Source: an optimization exercise on an open RTL-to-GDS flow (aim: small area, a short achievable clock period and few clock cycles). Production flows keep margins and buffers that such runs may drop. Function was checked by simulation only, so behaviour that the tests miss may differ from the original. No activity file was given, so power comes from the tool's default toggle rates.

old:
==> module cpu_core, before the edit <==
module cpu_core (
    output      logic   hlt_o,           
    output      logic   mem_write_o,     
    output      logic   mem_store_o,     
    output      addr_t  mem_waddr_o,     
    output      byte_t  mem_wdata_o,     
    input  wire logic   wr_fwd_i,        
    input  wire addr_t  wr_addr_i,       
    input  wire byte_t  wr_data_i,       
    output      logic [2:0] mem_addr_ev_o,   
    input  wire byte_t  mem_data_ev_i,
    output      logic [2:0] mem_addr_od_o,   
    input  wire byte_t  mem_data_od_i,
    output      addr_t  mem_eaddr_o,     
    input  wire byte_t  mem_edata_i,
    output      logic   out_strobe_o,    
    output      byte_t  out_value_o,     
    input  wire logic   reset_i,
    input  wire logic   clk_en_i,
    input  wire logic   clk
);
addr_t      q;                           
byte_t      ir0;                         
byte_t      ir1;                         
logic       ctl0;                        
logic       pass0;                       
addr_t      darg;                        
byte_t      a;                           
logic       cf;                          
logic       o_rdy;                       
byte_t      out_hold;                    
logic       out_old;                     
function automatic logic is_ctl(input logic [3:0] op);
    is_ctl = (op == NOP) || (op == JMP) || (op == JC) || (op == JZ) ||
           (op == NOP_9) || (op == NOP_A) || (op == NOP_B) || (op == NOP_C) || (op == NOP_D);
endfunction
function automatic logic is_pass(input logic [3:0] op);
    is_pass = is_ctl(op) || (op == OUT);
endfunction
function automatic logic is_nop(input logic [3:0] op);
    is_nop = (op == NOP) || (op == NOP_9) || (op == NOP_A) || (op == NOP_B) || (op == NOP_C) || (op == NOP_D);
endfunction
function automatic logic [8:0] add8(input logic [7:0] x, input logic [7:0] y, input logic ci);
    logic [8:0] g, p, gn, pn;
    logic [8:0] c;
    g = {x & y, ci};
    p = {x ^ y, 1'b0};
    for (int d = 1; d < 9; d = d * 2) begin
        gn = g;
        pn = p;
        for (int i = d; i < 9; i++) begin
            gn[i] = g[i] | (p[i] & g[i-d]);
            pn[i] = p[i] & p[i-d];
        end
        g = gn;
        p = pn;
    end
    c = g;
    add8 = {c[8], (x ^ y) ^ c[7:0]};
endfunction
op_t        op0, op1, dop;
addr_t      arg0, arg1;
logic       run;
logic       zf;
logic       tk0, tk1;
logic       ctl1;
logic       fold1;
logic       exec0, exec1;
logic       dval;
logic       halt_e;
addr_t      nq, nq1;
logic       fwd0, fwd1;
byte_t      f0, f1;
logic       sub;
byte_t      ax;
logic [8:0] alu;
always_comb op0     = op_t'(ir0[7:4]);
always_comb op1     = op_t'(ir1[7:4]);
always_comb arg0    = ir0[3:0];
always_comb arg1    = ir1[3:0];
always_comb run     = clk_en_i && !hlt_o;
always_comb zf      = (a == 8'h00);
always_comb ctl1    = is_ctl(op1);
always_comb dop     = pass0 ? op1 : op0;
always_comb tk0     = (op0 == JMP) || (op0 == JC && cf) || (op0 == JZ && zf);
always_comb tk1     = (op1 == JMP) || (op1 == JC && cf) ||
                      (op1 == JZ && ((op0 == LDI) ? (arg0 == 4'h0) : zf));
always_comb begin
    case (op0)
        OUT:     fold1 = (op1 != OUT);
        STA:     fold1 = ctl1 || op1 == HLT || op1 == OUT;
        LDI:     fold1 = ctl1 || op1 == HLT || op1 == OUT;
        LDA:     fold1 = is_nop(op1) || op1 == JMP || op1 == JC || op1 == HLT || op1 == OUT;
        default: fold1 = is_nop(op1) || op1 == JMP || op1 == HLT || op1 == OUT;   
    endcase
    if (op0 == STA && arg0 == q + 4'h1) begin
        fold1 = 1'b0;                    
    end
end
always_comb begin
    exec0   = 1'b0;                      
    exec1   = 1'b0;                      
    halt_e  = 1'b0;
    nq      = q + 4'h1;
    nq1     = q + 4'h2;
    if (ctl0 && tk0) begin
        nq      = arg0;
        nq1     = arg0 + 4'h1;
    end else if (op0 == HLT) begin
        halt_e  = 1'b1;
    end else begin
        exec0   = !ctl0;
        if (ctl0 || fold1) begin
            exec1   = 1'b1;
            halt_e  = (op1 == HLT);
            if (ctl1 && tk1) begin
                nq      = arg1;
                nq1     = arg1 + 4'h1;
            end else begin
                nq      = q + 4'h2;
                nq1     = q + 4'h3;
            end
        end
    end
    if (reset_i) begin
        nq      = 4'h0;
        nq1     = 4'h1;
    end else if (!run) begin
        nq      = q;
        nq1     = q + 4'h1;
    end
end
always_comb fwd0    = wr_fwd_i && (run || reset_i) && wr_addr_i == nq;
always_comb fwd1    = wr_fwd_i && (run || reset_i) && wr_addr_i == nq1;
always_comb dval    = pass0 ? exec1 : exec0;
always_comb f0      = fwd0 ? wr_data_i : (nq[0] ? mem_data_od_i : mem_data_ev_i);
always_comb f1      = fwd1 ? wr_data_i : (nq[0] ? mem_data_ev_i : mem_data_od_i);
always_comb sub     = (dop == SUB);
always_comb ax      = a ^ {8{sub}};
always_comb alu     = add8(ax, mem_edata_i, 1'b0);
always_comb mem_addr_ev_o = nq1[3:1];
always_comb mem_addr_od_o = nq[3:1];
always_comb mem_eaddr_o  = darg;
always_comb mem_store_o  = dval && (dop == STA);
always_comb mem_write_o  = run && mem_store_o;
always_comb mem_waddr_o  = darg;
always_comb mem_wdata_o  = a;
always_comb out_strobe_o = o_rdy;
always_comb out_value_o  = out_old ? out_hold : a;
always_ff @(posedge clk) begin
    out_hold <= a;
end
always_ff @(posedge clk) begin
    q       <= nq;
    ir0     <= f0;
    ir1     <= f1;
    ctl0    <= is_ctl(f0[7:4]);
    pass0   <= is_pass(f0[7:4]);
    darg    <= is_pass(f0[7:4]) ? f1[3:0] : f0[3:0];
end
always_ff @(posedge clk) begin
    if (reset_i) begin
        a       <= '0;
        cf      <= 1'b0;
        o_rdy   <= 1'b0;
        out_old <= 1'b0;
        hlt_o   <= 1'b0;
    end else begin
        o_rdy   <= 1'b0;
        if (run) begin
            if (dval) begin
                case (dop)
                    LDA:    a        <= mem_edata_i;
                    ADD, SUB: begin
                        a       <= alu[7:0] ^ {8{sub}};
                        cf      <= alu[8];
                    end
                    LDI:    a        <= {4'h0, darg};
                    default: ;
                endcase
            end
            out_old <= exec0 && op0 == OUT;
            if ((exec0 && op0 == OUT) || (exec1 && op1 == OUT)) begin
                o_rdy   <= 1'b1;
            end
            if (halt_e || f0[7:4] == HLT || (is_nop(f0[7:4]) && f1[7:4] == HLT)) begin
                hlt_o   <= 1'b1;
            end
        end
    end
end
endmodule
Settings: LEC_CHECK=0, ABC_AREA=1, CAP_MARGIN=20, CORE_MARGIN=2, CORE_UTILIZATION=40, CTS_BUF_LIST=sky130_fd_sc_hd__clkbuf_4 sky130_fd_sc_hd__clkbuf_8, SETUP_SLACK_MARGIN=3.2, SLEW_MARGIN=20; clock period 7.0 ns.
run.sh (not shown) runs the stock make flow with config.mk's settings and CLKGATE_MAP_FILE= SYNTH_SCRIPT=/design/flow/synth_recipe.tcl, a recipe that flattens the netlist after the stock synthesis.
Testbench counts of old, summed over its fixed seeds: cycles 10,980.
Relative to old, the following input files were edited for new:
-- flow/design.v --
<<< old, line 210
                o_rdy   <= 1'b1;
            end
            if (halt_e || f0[7:4] == HLT || (is_nop(f0[7:4]) && f1[7:4] == HLT)) begin
                hlt_o   <= 1'b1;
            end
>>> new, line 210
                o_rdy   <= 1'b1;
            end
            if (halt_e || f0[7:4] == HLT) begin
                hlt_o   <= 1'b1;
            end
### Flow results
Compared to old, the router laid down less metal wire for new. | met2 track demand over resource | lower: new |. old -> new: synthesized cell count decreased by a few percent. Relative to old, die area has gone down in new. new does worse than old on headroom to the max-slew limit. Against old, new comes in 2.9 points lower on logic gate share of total power. Compared with old, new shows power density over cell area lower by about 1.1%. Global-route wire length before repair sits lower in new than in old. Lower detail-routed net length per standard cell was reported by new, not old. Count of multi-input combinational gates: old and new compared, higher one is old.
Testbench counts of new, summed over its fixed seeds: cycles 11,002.

## port drivers added, routing unchanged
Ports are ideal in the flow. The routed layouts listed here were re-timed in OpenROAD.
Step 1: set_driving_cell puts a clkbuf_16 on clk and a buf_2 on each other input, an assumption about the parent block.
Step 2 moves the port delays by t, midway between the first and last clock arrival at a register: inputs arrive t later, outputs are due t later. That takes back most of the time a late clock gives input paths.
a / b / c = no drivers / after step 1 / after step 2; a / b = the first two.
| run | shift t [ns] | setup WS [ns] | clock arrival spread, ns |
|---|---|---|---|
| old | 0.518 | 3.354 / 3.354 / 2.868 | 0.024 / 0.023 |
| new | 0.520 | 3.315 / 3.315 / 2.828 | 0.023 / 0.023 |
After both steps every run listed still meets setup and hold. The setup slack of new, which loses most, moves by 0.000 ns with the drivers and by -0.487 ns with both steps.
